Context: an optimization exercise on an open-source flow, tuned for small area and a short achievable clock period. The choices shown serve that exercise and are no tape-out recipe. The RTL was checked by simulation tests, not by an equivalence proof against the original design. The clock port is modelled as an ideal driver, which makes a skipped or thinned clock tree look cheaper than it is; a real chip needs a root buffer or a tree. Power figures rest on the tool's default switching activity, not on a simulated workload.

==> flow/design.v <==
module CounterParameter
#(
	parameter Maximum_Value = 9,
	parameter NBitsForCounter = CeilLog2(Maximum_Value)
)
(
	input clk,
	input reset,
	input enable,
	input SyncReset,
	output Flag,
	output[NBitsForCounter-1:0] Counting 
);
bit MaxValue_Bit;
logic [NBitsForCounter-1 : 0] Counting_logic;
	always_ff@(posedge clk or negedge reset) begin
		if (reset == 1'b0)
			Counting_logic <= {NBitsForCounter{1'b0}};
		else begin
				if(enable == 1'b1) begin
					if(SyncReset == 0)
						Counting_logic <= Counting + 1'b1;
					else
						Counting_logic <= 0;
				end
		end
	end
always_comb
	if(Counting_logic == Maximum_Value-1)
		MaxValue_Bit = 1;
	else
		MaxValue_Bit = 0;
assign Flag = MaxValue_Bit;
assign Counting = Counting_logic;
     function integer CeilLog2;
       input integer data;
       integer i,result;
       begin
          for(i=0; 2**i < data; i=i+1)
             result = i + 1;
          CeilLog2 = result;
       end
    endfunction
endmodule
module CounterParameterUpDown
#(
	parameter Maximum_Value = 9,
	parameter NBitsForCounter = CeilLog2(Maximum_Value)
)
(
	input clk,
	input reset,
	input up,
	input down,
	input SyncReset,
	output Flag,
	output[NBitsForCounter-1:0] Counting
);
bit MaxValue_Bit;
logic [NBitsForCounter-1 : 0] Counting_logic;
	always_ff@(posedge clk or negedge reset) begin
		if (reset == 1'b0)
			Counting_logic <= {NBitsForCounter{1'b0}};
		else begin
			if(SyncReset == 1'b1)
				Counting_logic <= 0;
			else if(up == 1'b1 && down == 1'b0)
				Counting_logic <= Counting_logic + 1'b1;
			else if(up == 1'b0 && down == 1'b1)
				Counting_logic <= Counting_logic - 1'b1;
		end
	end
always_comb
	if(Counting_logic == Maximum_Value-1)
		MaxValue_Bit = 1;
	else
		MaxValue_Bit = 0;
assign Flag = MaxValue_Bit;
assign Counting = Counting_logic;
     function integer CeilLog2;
       input integer data;
       integer i,result;
       begin
          for(i=0; 2**i < data; i=i+1)
             result = i + 1;
          CeilLog2 = result;
       end
    endfunction
endmodule
module simple_dual_port_ram_single_clock
#(parameter DATA_WIDTH=8, parameter ADDR_WIDTH=6)
(
	input [(DATA_WIDTH-1):0] data,
	input [(ADDR_WIDTH-1):0] read_addr, write_addr,
	input we, clk,
	output [(DATA_WIDTH-1):0] q
);
	logic [DATA_WIDTH-1:0] ram[2**ADDR_WIDTH-1:0];
	always_ff @ (posedge clk)
	begin
		if (we)
			ram[write_addr] <= data;
	end
	assign q = ram[read_addr];
endmodule
module FIFO
#(parameter WORDLENGHT = 16, Mem_lenght = 32)
(
	input [WORDLENGHT-1:0]data_input,
	input push,
	input pop,
	input clk,
	input reset,
	input synch_rst,
	output [WORDLENGHT-1:0]data_out,
	output full_out,
	output empty_out
);
localparam W = WORDLENGHT;
localparam N = Mem_lenght;          
localparam D = N - 1;               
logic [W*D-1:0] sr;
logic [W-1:0]   dout;
logic [N:0]     occ;                
logic           ne, fo;
wire e = occ[0];
wire f = occ[N];
wire inc = push & ~f;               
always_ff @(posedge clk)
	if (inc)
		sr <= {sr[W*(D-1)-1:0], data_input};
wire s_in = occ[0] | occ[1];
logic [W-1:0] nxt;
genvar b, g;
generate
	for (b = 0; b < W; b++) begin : RD
		wire [10:0] t;              
		wire [3:0]  p;              
		wire [1:0]  q;              
		for (g = 0; g < 10; g++) begin : T3
			FIFO_aoi222 A (
				.a1(occ[3*g+2]), .a2(sr[W*(3*g)+b]),
				.b1(occ[3*g+3]), .b2(sr[W*(3*g+1)+b]),
				.c1(occ[3*g+4]), .c2(sr[W*(3*g+2)+b]),
				.y(t[g])
			);
		end
		FIFO_aoi22 A10 (
			.a1(occ[32]), .a2(sr[W*30+b]),
			.b1(s_in),    .b2(data_input[b]),
			.y(t[10])
		);
		for (g = 0; g < 3; g++) begin : P
			FIFO_nand3 N (.a(t[3*g]), .b(t[3*g+1]), .c(t[3*g+2]), .y(p[g]));
		end
		FIFO_nand2 N3 (.a(t[9]), .b(t[10]), .y(p[3]));
		FIFO_nor2  R0 (.a(p[0]), .b(p[1]), .y(q[0]));
		FIFO_nor2  R1 (.a(p[2]), .b(p[3]), .y(q[1]));
		FIFO_nand2 O  (.a(q[0]), .b(q[1]), .y(nxt[b]));
	end
endgenerate
wire take = pop | e;
always_ff @(posedge clk)
	if (take)
		dout <= nxt;
wire dec = pop & ~e;                
wire up = ~synch_rst & inc & ~dec;
wire dn = ~synch_rst & dec & ~inc;
wire hd = ~synch_rst & (inc ~^ dec);
logic [N:0] occ_n;
genvar k;
generate
	for (k = 1; k < N; k++) begin : OC
		FIFO_ao222 S (
			.a1(up), .a2(occ[k-1]),
			.b1(dn), .b2(occ[k+1]),
			.c1(hd), .c2(occ[k]),
			.y(occ_n[k])
		);
	end
endgenerate
assign occ_n[0] = synch_rst | (dn & occ[1]) | (hd & occ[0]);
assign occ_n[N] = (up & occ[N-1]) | (hd & occ[N]);
always_ff @(posedge clk or negedge reset)
	if (!reset) begin
		occ <= {{N{1'b0}}, 1'b1};
		ne  <= 1'b0;
		fo  <= 1'b0;
	end else begin
		occ <= occ_n;
		ne  <= ~synch_rst & (ne | push) & ~(occ[1] & pop & ~push);
		fo  <= ~synch_rst & ((fo & ~pop) | (occ[N-1] & push & ~pop));
	end
assign data_out  = dout;
assign empty_out = ~ne;
assign full_out  = fo;
endmodule
module FIFO_aoi222 (input a1, a2, b1, b2, c1, c2, output y);
	assign y = ~((a1 & a2) | (b1 & b2) | (c1 & c2));
endmodule
module FIFO_aoi22 (input a1, a2, b1, b2, output y);
	assign y = ~((a1 & a2) | (b1 & b2));
endmodule
module FIFO_ao222 (input a1, a2, b1, b2, c1, c2, output y);
	assign y = (a1 & a2) | (b1 & b2) | (c1 & c2);
endmodule
module FIFO_nand3 (input a, b, c, output y);
	assign y = ~(a & b & c);
endmodule
module FIFO_nor2 (input a, b, output y);
	assign y = ~(a | b);
endmodule
module FIFO_nand2 (input a, b, output y);
	assign y = ~(a & b);
endmodule
Settings: LEC_CHECK=0, CAP_MARGIN=20, CORE_MARGIN=2, CORE_UTILIZATION=55, CTS_CLUSTER_DIAMETER=100, CTS_CLUSTER_SIZE=30, PLACE_DENSITY=0.7, SETUP_SLACK_MARGIN=2.4, SLEW_MARGIN=20, SYNTH_HIERARCHICAL=1, SYNTH_MINIMUM_KEEP_SIZE=0, TNS_END_PERCENT=10; clock period 4.2 ns.
standard.sh (not shown) runs the stock make flow with config.mk's settings and CLKGATE_MAP_FILE= SYNTH_SCRIPT=/design/flow/synth_recipe.tcl, a recipe that flattens the netlist after the stock synthesis.
==> flow/flow/run.sh <==
#!/bin/bash
# Standard ORFS layout with two changes:
#  - the port buffers are buf_4 cells instead of the slow delay-buffer cells
#    buffer_ports picks by default;
#  - after clock tree synthesis, flow/quad_clk.tcl rebuilds the top of the
#    clock tree: the clock port drives four root buffers, each driving the
#    leaf buffers of its quadrant (two buffers from port to every register).
set -euo pipefail
export BUFFER_PORTS_ARGS="-buffer_cell sky130_fd_sc_hd__buf_4"
export POST_CTS_TCL="$(pwd)/flow/quad_clk.tcl"
bash standard.sh > standard.log 2>&1
Other scripts of this flow, unchanged in this note and not shown: flow/flow/quad_clk.tcl
Rerun with:
--- a/flow/design.v
+++ b/flow/design.v
@@ -128,11 +128,14 @@
 wire inc = push & ~f;               
 always_ff @(posedge clk)
 	if (inc)
 		sr <= {sr[W*(D-1)-1:0], data_input};
 wire s_in = occ[0] | occ[1];
+wire take = pop | e;
+wire take_n = ~take;
 logic [W-1:0] nxt;
+wire  [W-1:0] h;
 genvar b, g;
 generate
 	for (b = 0; b < W; b++) begin : RD
 		wire [10:0] t;              
 		wire [3:0]  p;              
@@ -152,19 +155,18 @@
 		);
 		for (g = 0; g < 3; g++) begin : P
 			FIFO_nand3 N (.a(t[3*g]), .b(t[3*g+1]), .c(t[3*g+2]), .y(p[g]));
 		end
 		FIFO_nand2 N3 (.a(t[9]), .b(t[10]), .y(p[3]));
-		FIFO_nor2  R0 (.a(p[0]), .b(p[1]), .y(q[0]));
-		FIFO_nor2  R1 (.a(p[2]), .b(p[3]), .y(q[1]));
-		FIFO_nand2 O  (.a(q[0]), .b(q[1]), .y(nxt[b]));
+		FIFO_o21ai R0 (.a1(p[0]), .a2(p[1]), .b1(take), .y(q[0]));
+		FIFO_o21ai R1 (.a1(p[2]), .a2(p[3]), .b1(take), .y(q[1]));
+		FIFO_nand2 H  (.a(take_n), .b(dout[b]), .y(h[b]));
+		FIFO_nand3 O  (.a(q[0]), .b(q[1]), .c(h[b]), .y(nxt[b]));
 	end
 endgenerate
-wire take = pop | e;
 always_ff @(posedge clk)
-	if (take)
-		dout <= nxt;
+	dout <= nxt;
 wire dec = pop & ~e;                
 wire up = ~synch_rst & inc & ~dec;
 wire dn = ~synch_rst & dec & ~inc;
 wire hd = ~synch_rst & (inc ~^ dec);
 logic [N:0] occ_n;
@@ -202,10 +204,13 @@
 	assign y = ~((a1 & a2) | (b1 & b2));
 endmodule
 module FIFO_ao222 (input a1, a2, b1, b2, c1, c2, output y);
 	assign y = (a1 & a2) | (b1 & b2) | (c1 & c2);
 endmodule
+module FIFO_o21ai (input a1, a2, b1, output y);
+	assign y = ~((a1 | a2) & b1);
+endmodule
 module FIFO_nand3 (input a, b, c, output y);
 	assign y = ~(a & b & c);
 endmodule
 module FIFO_nor2 (input a, b, output y);
 	assign y = ~(a | b);
Hold slack gets better by 0.019 ns; clock power hardly moves; final area came out lower slightly; die area is about the same; via count came out higher slightly; sequential power barely changes; synthesized area is about the same; register-to-register slack hardly moves.


Setup of rev 12:
FIFO, a different RTL version from the one above (not shown whole).
For scale: about 19000 um2 of cells after synthesis.
==> module FIFO, before the edit <==
module FIFO
#(parameter WORDLENGHT = 16, Mem_lenght = 32)
(
	input [WORDLENGHT-1:0]data_input,
	input push,
	input pop,
	input clk,
	input reset,
	input synch_rst,
	output [WORDLENGHT-1:0]data_out,
	output full_out,
	output empty_out
);
localparam W = WORDLENGHT;
localparam D = Mem_lenght - 1;      
logic [W*D-1:0] sr;
logic [W-1:0]   dout;
logic [4:0]     ridx;
logic           e, f;
wire inc = push & ~f;               
wire dec = pop & ~e;                
always_ff @(posedge clk)
	if (inc)
		sr <= {sr[W*(D-1)-1:0], data_input};
logic [W-1:0] nxt;
always_comb begin
	nxt = (e | (ridx == 5'd31)) ? data_input : {W{1'b0}};
	for (int i = 0; i < D; i++)
		if (ridx == i[4:0] && !(i == D-1 && e))
			nxt = nxt | sr[W*i +: W];
end
always_ff @(posedge clk)
	if (e | pop)
		dout <= nxt;
always_ff @(posedge clk or negedge reset)
	if (!reset) begin
		ridx <= 5'd30;
		e    <= 1'b1;
		f    <= 1'b0;
	end else if (synch_rst) begin
		ridx <= 5'd30;
		e    <= 1'b1;
		f    <= 1'b0;
	end else if (inc & ~dec) begin
		ridx <= ridx + 5'd1;
		e    <= 1'b0;
		f    <= (ridx == 5'd29);
	end else if (dec & ~inc) begin
		ridx <= ridx - 5'd1;
		e    <= (ridx == 5'd31);
		f    <= 1'b0;
	end
assign data_out  = dout;
assign empty_out = e;
assign full_out  = f;
endmodule
Settings: LEC_CHECK=0, CAP_MARGIN=20, CORE_MARGIN=2, CORE_UTILIZATION=55, PLACE_DENSITY=0.7, SETUP_SLACK_MARGIN=2.1, SLEW_MARGIN=20; clock period 4.2 ns.
run.sh (not shown) runs the stock make flow with config.mk's settings and CLKGATE_MAP_FILE= SYNTH_SCRIPT=/design/flow/synth_recipe.tcl, a recipe that flattens the netlist after the stock synthesis.
Stock flow here: none of the scripts above is used.
Input changes introduced in rev 13 (baseline for comparison: rev 12):
==> flow/design.v, changed modules only <==
module FIFO
#(parameter WORDLENGHT = 16, Mem_lenght = 32)
(
	input [WORDLENGHT-1:0]data_input,
	input push,
	input pop,
	input clk,
	input reset,
	input synch_rst,
	output [WORDLENGHT-1:0]data_out,
	output full_out,
	output empty_out
);
localparam W = WORDLENGHT;
localparam D = Mem_lenght - 1;      
logic [W*D-1:0] sr;
logic [W-1:0]   dout;
logic [3:0]     lo;                 
logic [7:0]     hi;                 
logic           e, f;
wire inc = push & ~f;               
wire dec = pop & ~e;                
wire up  = inc & ~dec;
wire dn  = dec & ~inc;
always_ff @(posedge clk)
	if (inc)
		sr <= {sr[W*(D-1)-1:0], data_input};
wire use_in = e | (lo[3] & hi[7]);
logic [W-1:0] nxt;
always @* begin
	nxt = use_in ? data_input : {W{1'b0}};
	for (int i = 0; i < D; i++)
		if (lo[i%4] & hi[i/4] & ~(i == D-1 && e))
			nxt = nxt | sr[W*i +: W];
end
always_ff @(posedge clk)
	if (e | pop)
		dout <= nxt;
always_ff @(posedge clk or negedge reset)
	if (!reset) begin
		lo <= 4'b0100;
		hi <= 8'b1000_0000;
		e  <= 1'b1;
		f  <= 1'b0;
	end else if (synch_rst) begin
		lo <= 4'b0100;
		hi <= 8'b1000_0000;
		e  <= 1'b1;
		f  <= 1'b0;
	end else if (up) begin
		lo <= {lo[2:0], lo[3]};
		if (lo[3]) hi <= {hi[6:0], hi[7]};
		e  <= 1'b0;
		f  <= lo[1] & hi[7];        
	end else if (dn) begin
		lo <= {lo[0], lo[3:1]};
		if (lo[0]) hi <= {hi[0], hi[7:1]};
		e  <= lo[3] & hi[7];        
		f  <= 1'b0;
	end
assign data_out  = dout;
assign empty_out = e;
assign full_out  = f;
endmodule
Notes after the runs:
- From rev 12 to rev 13 the numbers moved as follows: met2 wire length shrank by about 8%, global-route usage shrank by 1.5 points.
- Summary — worst-case vdd ir drop, rev 13 relative to rev 12: lower, by 15%.
- Rev 13 vs. rev 12: setup fix buffers added after clock tree synthesis went down by 12.
- Relative contribution of the clock network to total power in rev 13 is 0.2 points higher than in rev 12
- Compared rev 13 vs rev 12, and met1 capacity usage during global routing is up in rev 13.
- In rev 13 the HPWL reported at the end of detailed placement turned out 3800 um lower than in rev 12.
- Compared with rev 12, rev 13 ends up with less cell area.
- Rev 12 → rev 13: post-synthesis cell count moved up; die area moved down.

## afterwards: timing with drivers on the ports
The flow's constraints put no driver on any port. The routed layouts listed below were extracted and timed again, unchanged, in two steps.
Step 1 assumes that a clkbuf_16 drives the clock port and a buf_2 every other input.
Step 2 adds t to the input delays and takes it off the output delays; t is the mean of the earliest and latest rising clock arrival at the registers after step 1. Input paths then give back, and output paths get back, about the clock's delay inside the block.
a / b / c = no drivers / after step 1 / after step 2; a / b = the first two.
run | t (ns) | setup WS [ns] | pins driven straight from the clock port
the first run of note 1 | 0.419 | 2.380 / 2.330 / 2.041 | 4
the second run of note 1 | 0.423 | 2.364 / 2.267 / 2.022 | 4
rev 12 | 0.633 | 1.708 / 1.708 / 1.561 | 1
rev 13 | 0.612 | 2.073 / 2.046 / 1.627 | 1
After both steps setup and hold are still met in every run listed. The setup slack of rev 13, which loses most, moves by -0.027 ns with the drivers and by -0.446 ns with both steps.
